This design comes from an exercise in tuning for small area and a short achievable clock period on the open sky130 flow, not from production work. RTL that was checked went through simulation tests only; none was proved equivalent to the original. The flow treats the clock pin as an ideal source, which a real chip does not have. No activity file was given, so power comes from the tool's default toggle rates.

## memory_design
module memory_design(output reg [7:0] data_output, input [7:0] data_input, input [5:0] address, input enable, read_write, clk);
export LEC_CHECK = 0
export CAP_MARGIN = 20
export CORE_MARGIN = 2
export CORE_UTILIZATION = 70
export CTS_CLUSTER_DIAMETER = 100
export CTS_CLUSTER_SIZE = 30
export SETUP_SLACK_MARGIN = 1.5
export SLEW_MARGIN = 20
export SYNTH_HIERARCHICAL = 1
create_clock -name core_clock -period 3.0 [get_ports {clk}]
standard.sh (not shown) runs the stock make flow with config.mk's settings and CLKGATE_MAP_FILE= SYNTH_SCRIPT=/design/flow/synth_recipe.tcl, a recipe that flattens the netlist after the stock synthesis.
==> flow/flow/run.sh <==
#!/bin/bash
# The standard layout with these changes:
# - the port buffers are buf_4 cells, not the resizer's default pick (a slow
#   delay buffer);
# - before floorplanning, combinational cells are set back to drive 1
#   (downsize.tcl), leaving their sizing to the flow's timing repairs;
# - the steps that size or insert cells don't use delay or low-power cells
#   (dontuse.tcl).
# Tool output goes to std.log.
F=$PWD/flow
bash standard.sh 'BUFFER_PORTS_ARGS=-buffer_cell sky130_fd_sc_hd__buf_4' \
  "PRE_FLOORPLAN_TCL=$F/pre_floorplan.tcl" \
  "PRE_GLOBAL_PLACE_TCL=$F/dontuse.tcl" \
  "PRE_RESIZE_TCL=$F/dontuse.tcl" \
  "PRE_DETAIL_PLACE_TCL=$F/dontuse.tcl" \
  "PRE_CTS_TCL=$F/dontuse.tcl" \
  "PRE_GLOBAL_ROUTE_TCL=$F/dontuse.tcl" \
  "PRE_REPAIR_TIMING_POST_PLACE_TCL=$F/dontuse.tcl" \
  finish > std.log 2>&1
==> flow/flow/dontuse.tcl <==
# Keep the timing repairs from picking slow delay and low-power cells for
# logic and port buffers.
set_dont_use {sky130_fd_sc_hd__clkinvlp_* sky130_fd_sc_hd__clkdlybuf4s* sky130_fd_sc_hd__dlygate* sky130_fd_sc_hd__dlymetal*}
==> flow/flow/downsize.tcl <==
# Before floorplanning: set every combinational cell that synthesis sized up
# back to its smallest (drive 1) variant of the same footprint; the timing
# repairs later in the flow size up what the layout's timing needs.
set db [ord::get_db]
set n 0
foreach inst [[ord::get_db_block] getInsts] {
  set name [[$inst getMaster] getName]
  if {![regexp {^(sky130_fd_sc_hd__[a-z0-9]+)_([0-9]+)$} $name -> base drive]} { continue }
  if {$drive == 1} { continue }
  if {[regexp {__(df|edf|sdf|sedf|dl|conb|tap|fill|decap|buf|clkbuf|clkdly|dlygate|dlymetal)} $base]} { continue }
  set m [$db findMaster ${base}_1]
  if {$m eq "NULL" || $m eq ""} { continue }
  $inst swapMaster $m
  incr n
}
puts "downsize.tcl: set $n cells to drive 1"
==> flow/flow/pre_floorplan.tcl <==
source [file join [file dirname [info script]] dontuse.tcl]
source [file join [file dirname [info script]] downsize.tcl]
Edit:
--- a/flow/config.mk
+++ b/flow/config.mk
@@ -10 +10 @@
-export CORE_UTILIZATION = 70
+export CORE_UTILIZATION = 60
=> The changed run went through all stages and came out clean; maximum frequency rises by about 3.2%; die area rises by 16%; global-route usage falls by 2.4 points; wire length rises by about 6%; final cell count rises by 7.5%.
No functional check of the RTL was part of any run of this note.


== the baseline ==
Another version of the RTL of memory_design (not shown whole).
Size in the first run: about 1600 cells after synthesis.
clock: 3.0 ns
lec_check: 0
cap_margin: 20
core_margin: 2
core_utilization: 60
cts_cluster_diameter: 100
cts_cluster_size: 30
setup_slack_margin: 1.45
slew_margin: 20
synth_hierarchical: 1
Scripts as last shown in full above: flow/flow/run.sh, flow/flow/dontuse.tcl, flow/flow/downsize.tcl, flow/flow/pre_floorplan.tcl
Per the final summary, the baseline finished and its layout is clean on timing, DRC and antenna.
Input-level comparison between the candidate and the baseline:
Settings: SETUP_SLACK_MARGIN now 1.4, was 1.45.
[summary]
The candidate | status: complete | timing, DRC, antenna: pass. Compared the candidate against the baseline; flip-flop and latch area within noise. Run comparison: the candidate busiest metal layer after global routing met2; the baseline busiest metal layer after global routing met1. The baseline vs the candidate, library cell contributing the largest single delay on the critical path: sky130_fd_sc_hd__o22ai_4 vs sky130_fd_sc_hd__o22ai_2. Re fmax: the candidate and the baseline aren't equal, and the lower value belongs to the candidate. The candidate vs the baseline: ratio of total power to cell area up slightly. The candidate improves on the baseline in clock skew.
No run of this note included a check of the RTL's function; only the layout flow was run.


## P
The RTL this note starts from:
==> flow/design.v <==
module memory_design(output reg [7:0] data_output, input [7:0] data_input, input [5:0] address, input enable, read_write, clk);
    reg [7:0] memory[63:0];
    always @(posedge clk)
	begin
	    if (enable) 
		begin
		    if (read_write)
			memory[address] <= data_input;
		    else 
			data_output <= memory[address];
		end
	end
endmodule
make LEC_CHECK=0 CAP_MARGIN=20 CORE_MARGIN=2 CORE_UTILIZATION=40 SLEW_MARGIN=20 finish   # period 3.0 ns
run.sh (not shown) runs the stock make flow with config.mk's settings and CLKGATE_MAP_FILE= SYNTH_SCRIPT=/design/flow/synth_recipe.tcl, a recipe that flattens the netlist after the stock synthesis.
Stock flow here: none of the scripts above is used.
P closes out successfully: all stages finished, all timing, DRC and antenna checks passed.
Input-level comparison between Q and P:
Settings: CTS_BUF_LIST newly set to sky130_fd_sc_hd__clkbuf_4 sky130_fd_sc_hd__clkbuf_8; CORE_UTILIZATION changed from 40 to 65; SETUP_SLACK_MARGIN newly set to 1.0.
### Flow results
The flow did not stop early for Q: all stages ran, and the layout cleared the timing, design-rule and antenna checks. Diff P -> Q: achievable frequency went up 0.074 GHz, finished layout cell area held, first-iteration DRC count went up 17%. Against P, Q comes in 4.4 points lower on clock power share. Taking Q as 1.0, P lands at 1.6 on area of the placeable core. Total wirelength of the detailed-routed design delta for Q relative to P: 580 um lower. Number of rows in the core area for Q: 22% down relative to P.


Another version of the RTL of memory_design (not shown whole).
For scale: roughly 1000 cells after synthesis, about 25 I/O pins.
Design memory_design, start of the top module:
module memory_design(output reg [7:0] data_output, input [7:0] data_input, input [5:0] address, input enable, read_write, clk);
==> flow/config.mk <==
export PLATFORM = sky130hd
export DESIGN_NAME = memory_design
export DESIGN_NICKNAME = memory_design
export VERILOG_FILES = /design/flow/design.v
export SDC_FILE = /design/flow/constraint.sdc
export NUM_CORES = 4
export LEC_CHECK = 0
export CAP_MARGIN = 20
export CORE_MARGIN = 2
export CORE_UTILIZATION = 60
export SETUP_SLACK_MARGIN = 1.2
export SLEW_MARGIN = 20
export SYNTH_HIERARCHICAL = 1
==> flow/constraint.sdc <==
create_clock -name core_clock -period 3.0 [get_ports {clk}]
set_input_delay 0.6000 -clock core_clock [delete_from_list [all_inputs] [get_ports {clk}]]
set_output_delay 0.6000 -clock core_clock [all_outputs]
set_load 0.01 [all_outputs]
standard.sh (not shown) runs the stock make flow with config.mk's settings and CLKGATE_MAP_FILE= SYNTH_SCRIPT=/design/flow/synth_recipe.tcl, a recipe that flattens the netlist after the stock synthesis.
==> flow/flow/run.sh <==
#!/bin/bash
# The standard layout, with the port buffers made as buf_4 cells instead of
# the resizer's default pick (a slow delay buffer). Tool output goes to std.log.
bash standard.sh 'BUFFER_PORTS_ARGS=-buffer_cell sky130_fd_sc_hd__buf_4' finish > std.log 2>&1
Then changed:
==> flow/run.sh (new file) <==
#!/bin/bash
# synth_recipe.tcl (not shown) runs the flow's synth.tcl, then flattens the netlist and writes it again
# the make line also repeats each setting of config.mk as NAME=value (left out here)
make -C /OpenROAD-flow-scripts/flow DESIGN_CONFIG=/design/flow/config.mk WORK_HOME=/design/flow/orfs CLKGATE_MAP_FILE= SYNTH_SCRIPT=/design/flow/synth_recipe.tcl finish
removed: flow/flow/run.sh
removed: flow/standard.sh
The changed run produced a clean layout.
Final area went up by 7.6%.
First-iteration DRC count went up by 11%.
Critical path depth went up by 3.
Then changed:
==> flow/flow/run.sh (new file) <==
#!/bin/bash
# The standard layout, with the port buffers made as buf_4 cells instead of
# the resizer's default pick (a slow delay buffer). Tool output goes to std.log.
bash standard.sh 'BUFFER_PORTS_ARGS=-buffer_cell sky130_fd_sc_hd__buf_4' finish > std.log 2>&1
==> flow/standard.sh (new file) <==
#!/bin/bash
# synth_recipe.tcl (not shown) runs the flow's synth.tcl, then flattens the netlist and writes it again
# the make line also repeats each setting of config.mk as NAME=value (left out here)
make -C /OpenROAD-flow-scripts/flow DESIGN_CONFIG=/design/flow/config.mk WORK_HOME=/design/flow/orfs CLKGATE_MAP_FILE= SYNTH_SCRIPT=/design/flow/synth_recipe.tcl "${@:-finish}"
Settings changed: CTS_CLUSTER_DIAMETER set to 80, CTS_CLUSTER_SIZE set to 24, SETUP_SLACK_MARGIN 1.2 to 1.4.
removed: flow/run.sh
Outcome: The changed run passed the timing, design-rule and antenna checks. Wire length came out higher by about 0.45%. Utilization came out lower by 0.80 points. Power came out lower by 13%. Non-clock buffer count came out lower by 12. Synthesized cell count does not change. Cell area came out lower by about 1%.
Then changed:
==> flow/run.sh (new file) <==
#!/bin/bash
# synth_recipe.tcl (not shown) runs the flow's synth.tcl, then flattens the netlist and writes it again
# the make line also repeats each setting of config.mk as NAME=value (left out here)
make -C /OpenROAD-flow-scripts/flow DESIGN_CONFIG=/design/flow/config.mk WORK_HOME=/design/flow/orfs CLKGATE_MAP_FILE= SYNTH_SCRIPT=/design/flow/synth_recipe.tcl finish
Settings changed: CTS_CLUSTER_DIAMETER 80 to 100, CTS_CLUSTER_SIZE 24 to 30, SETUP_SLACK_MARGIN 1.4 to 1.2.
removed: flow/flow/run.sh
removed: flow/standard.sh
Result:
- total power drops by 2.3%
- die area is unchanged
- maximum frequency drops by 7.7%
- count of clock-buffer cells in the layout drops by 9
- first-iteration DRC count climbs by 0.71%
- via count drops by 1.0%
- hold slack is about the same
- clock power drops by 5.9%
- area after synthesis stays the same


Another version of the RTL of memory_design (not shown whole).
Size in the first run: about 25 I/O pins.
export LEC_CHECK = 0
export CAP_MARGIN = 20
export CORE_MARGIN = 2
export CORE_UTILIZATION = 60
export CTS_CLUSTER_DIAMETER = 100
export CTS_CLUSTER_SIZE = 30
export SETUP_SLACK_MARGIN = 1.4
export SLEW_MARGIN = 20
export SYNTH_HIERARCHICAL = 1
create_clock -name core_clock -period 3.0 [get_ports {clk}]
==> flow/flow/run.sh <==
#!/bin/bash
# The standard layout with these changes:
# - the port buffers are buf_4 cells, not the resizer's default pick (a slow
#   delay buffer);
# - before floorplanning, combinational cells are set back to drive 1
#   (downsize.tcl), leaving their sizing to the flow's timing repairs;
# - the steps that size or insert cells don't use delay or low-power cells
#   (dontuse.tcl).
# Tool output goes to std.log.
F=$PWD/flow
bash standard.sh 'BUFFER_PORTS_ARGS=-buffer_cell sky130_fd_sc_hd__buf_4' \
  "PRE_FLOORPLAN_TCL=$F/pre_floorplan.tcl" \
  "PRE_GLOBAL_PLACE_TCL=$F/dontuse.tcl" \
  "PRE_RESIZE_TCL=$F/dontuse.tcl" \
  "PRE_DETAIL_PLACE_TCL=$F/dontuse.tcl" \
  "PRE_CTS_TCL=$F/dontuse.tcl" \
  "PRE_GLOBAL_ROUTE_TCL=$F/dontuse.tcl" \
  "PRE_REPAIR_TIMING_POST_PLACE_TCL=$F/dontuse.tcl" \
  finish > std.log 2>&1
Scripts as last shown in full above: flow/flow/dontuse.tcl, flow/flow/downsize.tcl, flow/flow/pre_floorplan.tcl
Change:
==> flow/flow/run.sh (replaced) <==
#!/bin/bash
# The standard layout with two changes: the port buffers are buf_4 cells
# (not the resizer's default pick, a slow delay buffer), and before
# floorplanning, combinational cells are set back to drive 1 (downsize.tcl),
# leaving their sizing to the flow's timing repairs. Tool output: std.log.
bash standard.sh 'BUFFER_PORTS_ARGS=-buffer_cell sky130_fd_sc_hd__buf_4' \
  "PRE_FLOORPLAN_TCL=$PWD/flow/downsize.tcl" finish > std.log 2>&1
- SETUP_SLACK_MARGIN: 1.4 -> 1.6
removed: flow/flow/dontuse.tcl
removed: flow/flow/pre_floorplan.tcl
=> The new run finished clean. Total power stays flat. Design area increases by 3.5%. Die area does not change. Worst setup slack got worse by 0.12 ns. Sequential power is about the same. Maximum frequency decreases by 6.6%. First-iteration DRC count decreases by 7.1%. Via count increases by 0.81%.
Change:
- SETUP_SLACK_MARGIN: 1.6 -> 1.4
Outcome: Wire length drops by a few percent; power hardly moves; combinational power came out lower by a little under a tenth.


memory_design, a different RTL version from the one above (not shown whole).
For scale: roughly 1,100 cells after synthesis, ~25 I/O pins.
clock: 3.0 ns
lec_check: 0
cap_margin: 20
core_margin: 2
core_utilization: 60
cts_cluster_diameter: 100
cts_cluster_size: 30
setup_slack_margin: 1.4
slew_margin: 20
synth_hierarchical: 1
==> flow/flow/run.sh <==
#!/bin/bash
# The standard layout with these changes:
# - the port buffers are buf_4 cells, not the resizer's default pick (a slow
#   delay buffer);
# - before floorplanning, combinational cells are set back to drive 1
#   (downsize.tcl), leaving their sizing to the flow's timing repairs;
# - the steps that size or insert cells don't use delay or low-power cells
#   (dontuse.tcl);
# - after the timing repair on global routes, cells on paths with slack are
#   sized down again (RECOVER_POWER).
# Tool output goes to std.log.
F=$PWD/flow
bash standard.sh 'BUFFER_PORTS_ARGS=-buffer_cell sky130_fd_sc_hd__buf_4' \
  "PRE_FLOORPLAN_TCL=$F/pre_floorplan.tcl" \
  "PRE_GLOBAL_PLACE_TCL=$F/dontuse.tcl" \
  "PRE_RESIZE_TCL=$F/dontuse.tcl" \
  "PRE_DETAIL_PLACE_TCL=$F/dontuse.tcl" \
  "PRE_CTS_TCL=$F/dontuse.tcl" \
  "PRE_GLOBAL_ROUTE_TCL=$F/dontuse.tcl" \
  "PRE_REPAIR_TIMING_POST_PLACE_TCL=$F/dontuse.tcl" \
  RECOVER_POWER=100 finish > std.log 2>&1
==> flow/flow/dontuse.tcl <==
# Keep the timing repairs from picking slow delay and low-power cells for
# logic and port buffers.
set_dont_use {sky130_fd_sc_hd__clkinvlp_* sky130_fd_sc_hd__clkdlybuf4s* sky130_fd_sc_hd__dlygate* sky130_fd_sc_hd__dlymetal*}
==> flow/flow/pre_floorplan.tcl <==
source [file join [file dirname [info script]] dontuse.tcl]
source [file join [file dirname [info script]] downsize.tcl]
Scripts as last shown in full above: flow/flow/downsize.tcl
The starting point finished but fails on max-capacitance violations, max-slew violations.
Change:
--- a/flow/flow/run.sh
+++ b/flow/flow/run.sh
@@ -6,7 +6,5 @@
 #   (downsize.tcl), leaving their sizing to the flow's timing repairs;
 # - the steps that size or insert cells don't use delay or low-power cells
-#   (dontuse.tcl);
-# - after the timing repair on global routes, cells on paths with slack are
-#   sized down again (RECOVER_POWER).
+#   (dontuse.tcl).
 # Tool output goes to std.log.
 F=$PWD/flow
@@ -19,3 +17,3 @@
   "PRE_GLOBAL_ROUTE_TCL=$F/dontuse.tcl" \
   "PRE_REPAIR_TIMING_POST_PLACE_TCL=$F/dontuse.tcl" \
-  RECOVER_POWER=100 finish > std.log 2>&1
+  finish > std.log 2>&1
- SETUP_SLACK_MARGIN: 1.4 -> 1.3
=> This time the run went through all stages and came out clean; sequential cell count is unchanged; routed wire length grows by 5.5%; clock skew shrinks by 0.0032 ns; die area stays the same; hold slack loses 0.022 ns; non-clock buffer count grows by 16; total power hardly moves; setup slack gains 0.40 ns; sequential power stays flat; utilization grows by 0.42 points.
No run of this note included a check of the RTL's function; only the layout flow was run.


## v28
Another version of the RTL of memory_design (not shown whole).
// memory_design
module memory_design(output reg [7:0] data_output, input [7:0] data_input, input [5:0] address, input enable, read_write, clk);
clock: 3.0 ns
lec_check: 0
cap_margin: 20
core_margin: 2
core_utilization: 65
cts_cluster_diameter: 100
cts_cluster_size: 26
setup_slack_margin: 1.4
slew_margin: 20
synth_hierarchical: 1
==> flow/flow/run.sh <==
#!/bin/bash
# The standard layout with these changes:
# - the port buffers are buf_4 cells, not the resizer's default pick (a slow
#   delay buffer);
# - before floorplanning, combinational cells are set back to drive 1
#   (downsize.tcl), leaving their sizing to the flow's timing repairs;
# - the steps that size or insert cells don't use delay or low-power cells
#   (dontuse.tcl).
# Tool output goes to std.log.
F=$PWD/flow
bash standard.sh 'BUFFER_PORTS_ARGS=-buffer_cell sky130_fd_sc_hd__buf_4' \
  "PRE_FLOORPLAN_TCL=$F/pre_floorplan.tcl" \
  "PRE_GLOBAL_PLACE_TCL=$F/dontuse.tcl" \
  "PRE_RESIZE_TCL=$F/dontuse.tcl" \
  "PRE_DETAIL_PLACE_TCL=$F/dontuse.tcl" \
  "PRE_CTS_TCL=$F/dontuse.tcl" \
  "PRE_GLOBAL_ROUTE_TCL=$F/dontuse.tcl" \
  "PRE_REPAIR_TIMING_POST_PLACE_TCL=$F/dontuse.tcl" \
  finish > std.log 2>&1
Scripts as last shown in full above: flow/flow/dontuse.tcl, flow/flow/downsize.tcl, flow/flow/pre_floorplan.tcl
Setup changes, v28 to v45
Settings: CTS_CLUSTER_SIZE: 26 -> 22; CORE_UTILIZATION: 65 -> 60.
Findings:
From v28 to v45 the numbers moved as follows: total internal power now larger; count of clock-buffer cells in the layout picked up an extra 4.
In v45, cell depth of the worst min-delay path is higher than in v28.
On layout net count, v28 tracks v45 almost exactly.
Non-clock buffer share of cell area sits lower in v45 than in v28.
Between v28 and v45, the flow reports leakage power decreasing slightly.
v45 reports a higher power than v28 does.
Modified inputs, v33 compared to v45
Settings: CTS_CLUSTER_SIZE changed from 22 to 30.
## What came out
- Per the final summary, v33 finished and its layout is clean on timing, DRC and antenna.
- Area occupied by multi-input gates (v33 vs. v45) increases slightly
- v33 ended up with a higher area share of buffers outside the clock network than v45 did.
- Status: via count of the routed design parity (v45, v33)
- Looking at v45 and v33, the total iterations of the first detailed-routing run is a wash.
- [v33] register-to-register slack fell 0.02 ns relative to v45
- Global-route usage: v45 vs v33 — no meaningful difference
- Sort v45 and v33 by count of clock-net buffers in the final layout, descending, and v45 comes first.
- Between v45 and v33, the cell count does not differ in any meaningful way.
- v33 vs. v45: wire length of the first global-routing pass saw an increase, final design area excluding fillers saw an increase, wire length saw an increase.

==> port drivers added, routing unchanged <==
The flow's constraints put no driver on any port. The routed layouts listed below were extracted and timed again, unchanged, in two steps. Step 1, drivers: a clkbuf_16 drives clk and a buf_2 each remaining input, both assumed. Step 2 adds t to the input delays and takes it off the output delays; t is the mean of the earliest and latest rising clock arrival at the registers after step 1. Input paths then give back, and output paths get back, about the clock's delay inside the block. Slacks: ideal / step 1 / step 2; pairs: ideal / step 1.
run | t (ns) | setup WS [ns] | worst register clock-pin slew, ns
the first run of note 1 | 0.593 | 1.296 / 1.286 / 0.693 | 0.12 / 0.12
the second run of note 1 | 0.612 | 1.349 / 1.237 / 0.625 | 0.11 / 0.11
the baseline | 0.605 | 1.304 / 1.221 / 0.616 | 0.12 / 0.12
the candidate | 0.610 | 1.271 / 1.190 / 0.580 | 0.11 / 0.11
P | 0.654 | 0.586 / 0.607 / -0.047 | 0.06 / 0.06
Q | 0.647 | 0.953 / 0.824 / 0.177 | 0.07 / 0.07
the first run of note 4 | 0.601 | 1.153 / 1.079 / 0.478 | 0.06 / 0.06
the second run of note 4 | 0.601 | 1.043 / 1.070 / 0.469 | 0.07 / 0.07
the third run of note 4 | 0.613 | 1.256 / 0.868 / 0.256 | 0.10 / 0.10
the fourth run of note 4 | 0.594 | 1.110 / 1.121 / 0.527 | 0.12 / 0.12
the first run of note 5 | 0.599 | 1.316 / 1.245 / 0.646 | 0.12 / 0.12
the second run of note 5 | 0.609 | 1.197 / 1.077 / 0.469 | 0.12 / 0.12
the third run of note 5 | 0.609 | 1.175 / 1.031 / 0.423 | 0.12 / 0.12
the first run of note 6 | 0.589 | 0.818 / 0.782 / 0.193 | 0.12 / 0.12
the second run of note 6 | 0.602 | 1.214 / 1.075 / 0.473 | 0.12 / 0.12
v28 | 0.609 | 1.290 / 1.219 / 0.610 | 0.10 / 0.10
v45 | 0.625 | 1.304 / 1.250 / 0.655 | 0.09 / 0.09
v33 | 0.599 | 1.318 / 1.264 / 0.692 | 0.12 / 0.12
With both steps, setup timing fails in P, where it was met with ideal ports. The setup slack of the third run of note 4, which loses most, moves by -0.388 ns with the drivers and by -1.000 ns with both steps.
